From an optimization exercise on the open Yosys and OpenROAD flow, aimed at small area; shortcuts taken in it are not production practice.
In this exercise RTL edits were held to simulation tests only and were not proved equivalent to the original.
Power is estimated from default activity; no workload was simulated.

==> flow/design.v <==
typedef logic signed [$clog2(32):0] lit_t;
typedef lit_t [3-1:0] cla_t;
typedef enum logic [1:0] {
	UCARB_IDLE  = 2'b00,
	UCARB_READY = 2'b01,
	UCARB_PROC  = 2'b10,
    UCARB_DONE  = 2'b11
} uc_arb_t;
typedef logic [$clog2(16)-1:0] ptr_t;
typedef struct packed {
    cla_t cla;
    ptr_t [3-1:0] ptr;
} node_t;
typedef logic [$clog2(16):0] dummy_entry_t;  
typedef dummy_entry_t [2*32:0] dummy_ptr_t;
typedef enum logic [1:0] { 
    UNDEFINED = 2'b00,
    TRUE      = 2'b01,
    FALSE     = 2'b10,
    CONFLICT  = 2'b11
} lit_state_t;
typedef lit_state_t [32-1:0] lit_table_t;
typedef enum logic [1:0] {
    BCP_IDLE  = 2'b00,
    BCP_PROC  = 2'b01
} bcp_state_t;
`timescale 1ns/1ns
module queue #(
    parameter W = 6
)(
    input  logic         clk,
    input  logic         rst,
    input  logic         push,    
    input  logic         pop,     
    input  logic [W-1:0] data,
    output logic         empty,
    output logic         full,
    output logic [W-1:0] qout
);
logic [W-1:0] mem [8];
logic [3:0]   head, tail;
assign empty = head == tail;
assign full  = (head ^ tail) == 4'b1000;
assign qout  = mem[head[2:0]];
always_ff @(posedge clk) begin
    if (push) mem[tail[2:0]] <= data;
end
always_ff @(posedge clk) begin
    if (rst) begin
        head <= '0;
        tail <= '0;
    end else begin
        if (push) tail <= tail + 4'd1;
        if (pop)  head <= head + 4'd1;
    end
end
endmodule
module proc (
    input  logic        clk,
    input  logic        rst,
    input  logic        proc_halt,
    input  logic        ld_we,
    input  logic [29:0] ld_cla,      
    input  logic        hd_we,
    input  logic [5:0]  hd_idx,
    input  logic [4:0]  hd_val,
    input  logic        uo_push,
    input  logic [5:0]  uo_lit,
    output logic        uo_full,
    input  logic        ui_pop,
    output logic [5:0]  ui_lit,
    output logic        ui_empty,
    input  logic [31:0] gst_a,
    input  logic [31:0] gst_v,
    output logic        conflict,
    output logic        stall
);
    logic [29:0] cla [16];
    logic [3:0]  tail;
    logic [4:0]  hd [64];      
    always_ff @(posedge clk) begin
        if (hd_we) hd[hd_idx] <= hd_val;
    end
    always_ff @(posedge clk) begin
        if (ld_we) cla[tail] <= ld_cla;
    end
    always_ff @(posedge clk) begin
        if (rst)        tail <= '0;
        else if (ld_we) tail <= tail + 4'd1;
    end
    logic       uo_empty;
    logic [5:0] uo_head;
    logic       uo_pop, uo_dopop, uo_dopush;
    logic [5:0] lr;           
    queue #(.W(6)) ucq_out (
        .clk(clk), .rst(rst),
        .push(uo_dopush), .pop(uo_dopop), .data(uo_lit),
        .empty(uo_empty), .full(uo_full), .qout(uo_head)
    );
    logic       busy;         
    logic [3:0] ptr;
    logic       ui_full;
    logic       halt;
    assign halt      = ui_full | proc_halt;
    assign uo_pop    = !halt && !busy;
    assign uo_dopop  = uo_pop && !uo_empty;
    assign uo_dopush = uo_push && (!uo_full || uo_pop);
    assign stall     = !busy && uo_empty && !uo_push;
    always_ff @(posedge clk) begin
        if (uo_dopop) lr <= uo_head;
    end
    logic [5:0]  L;
    logic [4:0]  h;
    logic [29:0] c;
    logic [3:0]  nxt;
    logic        hit, last;
    assign L = busy ? lr : uo_head;
    assign h = hd[L];
    assign c = cla[ptr];
    always_comb begin
        hit  = 1'b0;
        last = 1'b0;
        nxt  = ptr;
        for (int k = 0; k < 3; k++) begin
            if (c[12 + 6*k +: 6] == L) begin
                hit = 1'b1;
                if (c[4*k +: 4] != 4'd0) nxt = c[4*k +: 4];
                else last = 1'b1;
            end
        end
    end
    always_ff @(posedge clk) begin
        if (rst) busy <= 1'b0;
        else if (!halt) begin
            if (!busy) begin
                if (!uo_empty && !h[4]) busy <= 1'b1;
            end else if (last) busy <= 1'b0;
        end
    end
    always_ff @(posedge clk) begin
        if (!halt) begin
            if (!busy) begin
                if (!uo_empty && !h[4]) ptr <= h[3:0];
            end else ptr <= nxt;
        end
    end
    logic [2:0]  tru, und;
    logic        act;
    assign act = busy && !halt;
    genvar k;
    generate
        for (k = 0; k < 3; k++) begin : slot
            logic [4:0] v;
            logic       s;
            assign v = c[12 + 6*k +: 5];
            assign s = c[12 + 6*k + 5];
            assign tru[k] = (v == 5'd0) || (gst_a[v] && (gst_v[v] != s));
            assign und[k] = (v != 5'd0) && !gst_a[v];
        end
    endgenerate
    logic       imply;
    logic [5:0] imply_lit;
    assign conflict  = act && !(|tru) && !(|und);
    assign imply     = act && !(|tru) && (und == 3'b001 || und == 3'b010 || und == 3'b100);
    assign imply_lit = und[2] ? c[29:24] : und[1] ? c[23:18] : c[17:12];
    queue #(.W(6)) ucq_in (
        .clk(clk), .rst(rst),
        .push(imply), .pop(ui_pop), .data(imply_lit),
        .empty(ui_empty), .full(ui_full), .qout(ui_lit)
    );
endmodule
`timescale 1ns/1ns
module top(
    input logic clk,
    input logic rst_n,
    input logic halt,
    input  node_t         node_in,
    input  logic          node_in_valid,
    input  dummy_entry_t  dummy_ptr,
    input  logic          dummy_ptr_valid,
    input  logic          change_eng,
    input  lit_t          mem2uca,
    input  logic          mem2uca_done,
    input  logic          mem2uca_valid,
    output logic conflict,
    output logic stall,
    input  logic mstack_pop,
    output logic mstack_empty,
    output lit_t mstack_lit
);
function automatic logic [5:0] to_sm(input logic [5:0] x);
    logic [4:0] mag;
    mag = (x[4:0] ^ {5{x[5]}}) + {4'd0, x[5]};
    to_sm = {x[5], mag};
endfunction
function automatic logic [5:0] to_tc(input logic [5:0] x);
    logic [5:0] m;
    m = {1'b0, x[4:0]};
    to_tc = x[5] ? (~m + 6'd1) : m;
endfunction
logic rst;
assign rst = rst_n;
logic [1:0]  eng_ind, ld_eng;
logic [29:0] ld_cla;
assign ld_eng = eng_ind + {1'b0, change_eng};
assign ld_cla = {to_sm(node_in[29:24]), to_sm(node_in[23:18]), to_sm(node_in[17:12]), node_in[11:0]};
logic [6:0] hcnt;
logic [1:0] heng;
always_ff @(posedge clk) begin
    if (rst) begin
        hcnt <= '0;
        heng <= '0;
    end else if (dummy_ptr_valid) begin
        if (hcnt == 7'd64) begin
            hcnt <= '0;
            heng <= heng + 2'd1;
        end else hcnt <= hcnt + 7'd1;
    end
end
always_ff @(posedge clk) begin
    if (rst) eng_ind <= '0;
    else     eng_ind <= ld_eng;
end
logic [31:0] gst_a, gst_v;
logic [3:0]       eng_conflict, eng_stall, ui_empty, ui_pop, uo_full;
logic [3:0][5:0]  ui_lit;
logic             uq_dopop;       
logic [5:0]       uq_head;
logic             proc_halt;
logic             ms_full;
assign proc_halt = halt | (&ui_empty && &eng_stall);
genvar i;
generate
    for (i = 0; i < 4; i++) begin : eng_array
        proc eng (
            .clk(clk), .rst(rst), .proc_halt(proc_halt),
            .ld_we(node_in_valid && ld_eng == i), .ld_cla(ld_cla),
            .hd_we(dummy_ptr_valid && !hcnt[6] && heng == i), .hd_idx(hcnt[5:0]), .hd_val(dummy_ptr),
            .uo_push(uq_dopop), .uo_lit({~uq_head[5], uq_head[4:0]}), .uo_full(uo_full[i]),
            .ui_pop(ui_pop[i]), .ui_lit(ui_lit[i]), .ui_empty(ui_empty[i]),
            .gst_a(gst_a), .gst_v(gst_v),
            .conflict(eng_conflict[i]), .stall(eng_stall[i])
        );
    end
endgenerate
logic [1:0] rr;
logic [1:0] sel;
logic       mout_valid;
logic [5:0] mout;
always_comb begin
    logic [3:0] v;
    v = ~ui_empty;
    mout_valid = |v;
    sel = rr;
    for (int k = 3; k >= 0; k--)
        if (v[(rr + k) % 4]) sel = (rr + k) % 4;
    mout = ui_lit[sel];
    ui_pop = mout_valid ? (4'b0001 << sel) : 4'b0000;
end
always_ff @(posedge clk) begin
    if (rst)             rr <= '0;
    else if (mout_valid) rr <= sel + 2'd1;
end
logic [5:0] dec_sm, gw_lit;
logic       gw_en;
assign dec_sm = to_sm(mem2uca);
assign gw_en  = mout_valid | mem2uca_valid;
assign gw_lit = mout_valid ? mout : dec_sm;
always_ff @(posedge clk) begin
    if (rst) begin
        gst_a <= '0;
        gst_v <= '0;
    end else if (gw_en) begin
        gst_a[gw_lit[4:0]] <= 1'b1;
        gst_v[gw_lit[4:0]] <= ~gw_lit[5];
    end
end
localparam logic [1:0] S_IDLE = 2'b00, S_READY = 2'b01, S_DONE = 2'b11;
logic [1:0]      st;
logic [4:0][1:0] ctab;        
logic            cdet;
logic            uq_push;
logic [5:0]      uq_data;
always_comb begin
    cdet = 1'b0;
    for (int k = 0; k < 5; k++) cdet = cdet | (&ctab[k]);
end
assign uq_push = (st == S_IDLE) ? mem2uca_valid : (st == S_READY) && mout_valid;
assign uq_data = (st == S_IDLE) ? dec_sm : mout;
always_ff @(posedge clk) begin
    if (rst) begin
        st   <= S_IDLE;
        ctab <= '0;
    end else begin
        case (st)
            S_IDLE:  if (mem2uca_done) st <= S_READY;
            S_READY: begin
                if (mout_valid && mout[3:0] < 4'd5) ctab[mout[3:0]][mout[5]] <= 1'b1;
                if (cdet)                           st <= S_DONE;
                else if (&eng_stall && !mout_valid) st <= S_IDLE;
            end
            default: ;
        endcase
    end
end
logic uq_empty, uq_full, uq_pop, uq_dopush;
assign uq_pop    = !(&{uo_full, ms_full}) && !uq_empty;
assign uq_dopop  = uq_pop;
assign uq_dopush = uq_push && (!uq_full || uq_pop);
queue #(.W(6)) uq (
    .clk(clk), .rst(rst),
    .push(uq_dopush), .pop(uq_dopop), .data(uq_data),
    .empty(uq_empty), .full(uq_full), .qout(uq_head)
);
logic       ms_dopush, ms_dopop;
logic [5:0] ms_head, ms_last;
assign ms_dopop  = mstack_pop && !mstack_empty;
assign ms_dopush = uq_dopop && (!ms_full || mstack_pop);
queue #(.W(6)) ms (
    .clk(clk), .rst(rst),
    .push(ms_dopush), .pop(ms_dopop), .data(to_tc(uq_head)),
    .empty(mstack_empty), .full(ms_full), .qout(ms_head)
);
assign mstack_lit = ms_dopop ? ms_head : ms_last;
always_ff @(posedge clk) begin
    if (rst) ms_last <= '0;
    else     ms_last <= mstack_lit;
end
assign conflict = |eng_conflict | (st == S_DONE);
assign stall    = &eng_stall && &ui_empty && (st == S_IDLE) && !mem2uca_valid;
endmodule
==> flow/run.sh <==
#!/bin/bash
# synth_recipe.tcl (not shown) runs the flow's synth.tcl, then flattens the netlist and writes it again
# the make line also repeats each setting of config.mk as NAME=value (left out here)
make -C /OpenROAD-flow-scripts/flow DESIGN_CONFIG=/design/flow/config.mk WORK_HOME=/design/flow/orfs CLKGATE_MAP_FILE= SYNTH_SCRIPT=/design/flow/synth_recipe.tcl finish
==> flow/config.mk <==
export PLATFORM = sky130hd
export DESIGN_NAME = top
export DESIGN_NICKNAME = top
export VERILOG_FILES = /design/flow/design.v
export SDC_FILE = /design/flow/constraint.sdc
export NUM_CORES = 4
export LEC_CHECK = 0
export CAP_MARGIN = 20
export CORE_MARGIN = 2
export CORE_UTILIZATION = 40
export PLACE_DENSITY = 0.6
export SLEW_MARGIN = 20
==> flow/constraint.sdc <==
create_clock -name core_clock -period 10.0 [get_ports {clk}]
set_input_delay 2.0000 -clock core_clock [delete_from_list [all_inputs] [get_ports {clk}]]
set_output_delay 2.0000 -clock core_clock [all_outputs]
set_load 0.01 [all_outputs]
==> out/metrics.cfg <==
[status]
outcome=timing/DRC/antenna clean

[synth]
yosysWarningCount=3
syn-num-nets=9275
yosysUniqueCellTypes=105
ys_seq_area_share_pct=70.2
ys_async_sr_fraction_pct=0
synth_area_per_cell_um2=18.1
synth_edf_count=3720
synth_area_um2=166000
ys_ff_latch=3961
synth_top_flop_cell=edfxtp_1
syn_inst=9158

[die]
start_util_pct=40.2
die-height_um=648
io-pin-count=59
std_cell_rows=236
core-area_um2=413000
die_area_um2=420000
die-width_um=648

[pwr]
p_per_area_nw_per_um2=327
seqPwrFrac_pct=34.1
peakVddDrop_v=0.000397
p_sw_mw=23.1
p_sw_share_pct=37.7
p_leak_nw=58.8
pwr-share-clk_pct=24.7
p_int_mw=38.2
comb_power_share_pct=41.1

[cts]
htree_levels=5
clkSlewWorstSetupHoldPaths_ns=0.06
cts_tree=yes
clkLatencyLatePin_ns=1.01
post_cts_buffers=0
cts.sinks=3961
clk_path_buf_depth=4
root_buffer=clkbuf_16
postCtsHoldBufs=0
cts.repair.resized=0
cts_buffers=403

[final_layout]
nets=9452
fill_cells=34700
final_layout_size_suffix_gt1_share_pct=23.3
final_cell_mix=3720 x edfxtp_1, 1054 x mux4_2, 575 x nor2_1
final_common_cell=edfxtp_1
fin_area_um2=187000
syn_to_final_growth_pct=12.9

[place]
place_area_um2=174000
gp_congestion=0.935
dp_hpwl_mm=290
io_buffers=58

[job]
maxCapViolCount=0

[sta]
hold_viol_final=0
rsz0062_at_grt=no
tightest_slew_ns=1.24
slew_headroom_pct=16.5
setup_viol=0
fin_worst_skew_ns=0.0870
final.period_utilization_pct=91.2
drv_slew=0
final.setup.tns_ns=0
finalCriticalPeriod_ns=9.12
max_freq_mhz=110

[routing]
wl_mm=471
drt_iter0_drc=12100
wl_per_cell_um=31.1
drc=0
detail_route.first_pass.iterations=6
num_vias=90300
via_per_inst=5.96
ant_nets=0

[worst_hold_path]
hold_class=flip-flop to flip-flop
min_from=ctab[6]$_SDFFE_PP0P_

[grt]
grt_util_all_layers_pct=22.1
grt_max_degree=144
overflow=0
grt_pass1_vias=90100
grt_pass1_wl_mm=668
antenna_found_initial=40

[worst_setup_path]
end_kind=primary output
cp.required_ns=8.00
arrival_ns=7.12
crit_type=flip-flop to primary output
slowest_delay_ns=0.79
slowest_stage=dfxtp_4
path_max_fanout=39
cp_cell_sequence=mux4_2 > mux2i_2 > buf_4 > nand2b_1 > nand2_1 > a211oi_1 > a311oi_1 > or4_1 > a32oi_1 > o21a_1 > o211ai_1 > o32a_1 > nand4_1 > clkdlybuf4s50_1
crit_path_start_kind=flip-flop

worst max-delay path, delay by kind of cell, from the launching register on:
kind / cells / cell delay, ns
multiplexers: 2 / 0.78
flip-flops: 1 / 0.79
AO/OA/AOI/OAI: 6 / 1.61
buffers and inverters: 2 / 0.94
AND/OR/NAND/NOR: 4 / 1.96
through the flow:
| stage | power, mW | worst slack, ns | std cells | hold WS (ns) | utilization (%) |
|---|---|---|---|---|---|
| floorplan | 37.3 | 4.20 | 9158 | 0.437 | - |
| global placement | 45.9 | 1.86 | 14400 | 0.453 | 42.1 |
| detailed placement | 46.2 | 1.91 | 14400 | 0.463 | 42.1 |
| CTS | 61.4 | 0.832 | 15100 | 0.477 | 45.3 |
| global route | 63.7 | 0.632 | 15200 | 0.493 | 45.4 |
| finish | 61.4 | 0.882 | 15200 | 0.474 | 45.4 |
metal layers:
layer	part of all wire, %	track usage [%]	up-vias
li1	-	-	37500
met1	41	30.9	47500
met2	47	35.0	4286
met3	8.6	4.21	947
met4	3.5	7.18	12
met5	0.018	0	-
area by class of cell:
cell class / count / area [um^2] / share of cell area, %
Multi-Input combinational cell: 4511 / 47500 / 25.3
Antenna cell: 11 / 27.5 / 0.0147
Inverter: 119 / 447 / 0.238
Clock inverter: 232 / 2570 / 1.37
Timing Repair Buffer: 339 / 2760 / 1.47
Tap cell: 5474 / 6850 / 3.65
Sequential cell: 3961 / 117000 / 62.2
Clock buffer: 514 / 10700 / 5.72
synthesized netlist by cell type, types with 52 or more instances:
cell      instances  area share, %
nor3_1          134           0.40
ha_1             67           0.51
nand3_1         147           0.44
a211oi_1         59           0.27
nand2b_1         52           0.20
edfxtp_1       3720             67
clkbuf_1        269           0.61
buf_1            78           0.18
nor2_1          623            1.4
a21oi_1         189           0.57
o21ai_0         154           0.46
xor2_1          104           0.55
o211ai_1         52           0.24
inv_1           112           0.25
dfxtp_1         241            2.9
xnor2_1         114           0.60
mux2_2          106           0.72
buf_2           157           0.47
nand4_1          55           0.21
mux2i_1         420            2.5
nor2b_1          64           0.24
nand2_1         448            1.0
mux4_2         1054             14
logic make-up (layout without fill, tap and decap cells):
group,count (synthesis),in the layout,share of synthesized area [%]
AND/OR/NAND/NOR,1761,1761,4.92
buffers and inverters,686,1204,1.85
XOR/XNOR,218,218,1.15
AO/OA/AOI/OAI,877,877,3.71
multiplexers,1588,1588,17.7
other,0,11,0
flip-flops,3961,3961,70.2
adder cells (fa/ha/maj),67,67,0.505
registers in the layout (all words and copies together) (netlist names), 10 cells and up, named ones only:
signal	cells
eng_array.eng.cla	1920
eng_array.eng.hd	1280
eng_array.eng.ucq_in.mem	192
eng_array.eng.ucq_out.mem	192
ms.mem	48
uq.mem	48
gst_a	32
gst_v	32
eng_array.eng.lr	24
eng_array.eng.ptr	16
eng_array.eng.tail	16
eng_array.eng.ucq_in.head	16
eng_array.eng.ucq_in.tail	16
eng_array.eng.ucq_out.head	16
eng_array.eng.ucq_out.tail	16
ctab	10
power by group through the flow:
| stage | registers (mW) | clock network, mW | logic, mW |
|---|---|---|---|
| 3_3_place_gp | 21.3 | 0 | 24.6 |
| 4_1_cts | 21.0 | 15.4 | 25.0 |
| 6_report | 20.9 | 15.2 | 25.2 |
| 3_5_place_dp | 21.3 | 0 | 24.9 |
| 2_1_floorplan | 20.4 | 0 | 16.9 |
| 5_1_grt | 21.0 | 16.0 | 26.6 |
worst paths after layout:
path                                                                    end  slack [ns]  cells after the start
worst max-delay path                                               conflict        0.88                     14
worst min-delay path                                   ctab[6]$_SDFFE_PP0P_        0.47                      1
worst max register to register  eng_array[1].eng.ucq_in.mem[2][2]$_DFFE_PP_        2.68                     13
worst min register to register                         ctab[6]$_SDFFE_PP0P_        0.47                      1

==> port drivers added, routing unchanged <==
No port has a modelled driver above. Below, the same layout with a new extraction and two added sets of constraints.
Step 1: set_driving_cell puts a clkbuf_16 on clk and a buf_2 on each other input, an assumption about the parent block.
Step 2, shift: input delay + t, output delay - t, t = (earliest + latest rising clock arrival at the registers) / 2. This alone moves slack from input paths to output paths.
Slacks: no drivers / after step 1 / after step 2; pairs: no drivers / after step 1.
t, ns: 1.074
setup slack, ns: 0.882 / 0.776 / 1.850
clock arrival spread, ns: 0.095 / 0.096
After both steps this run still meets setup and hold. The setup slack of this run moves by -0.106 ns with the drivers and by +0.968 ns with both steps.
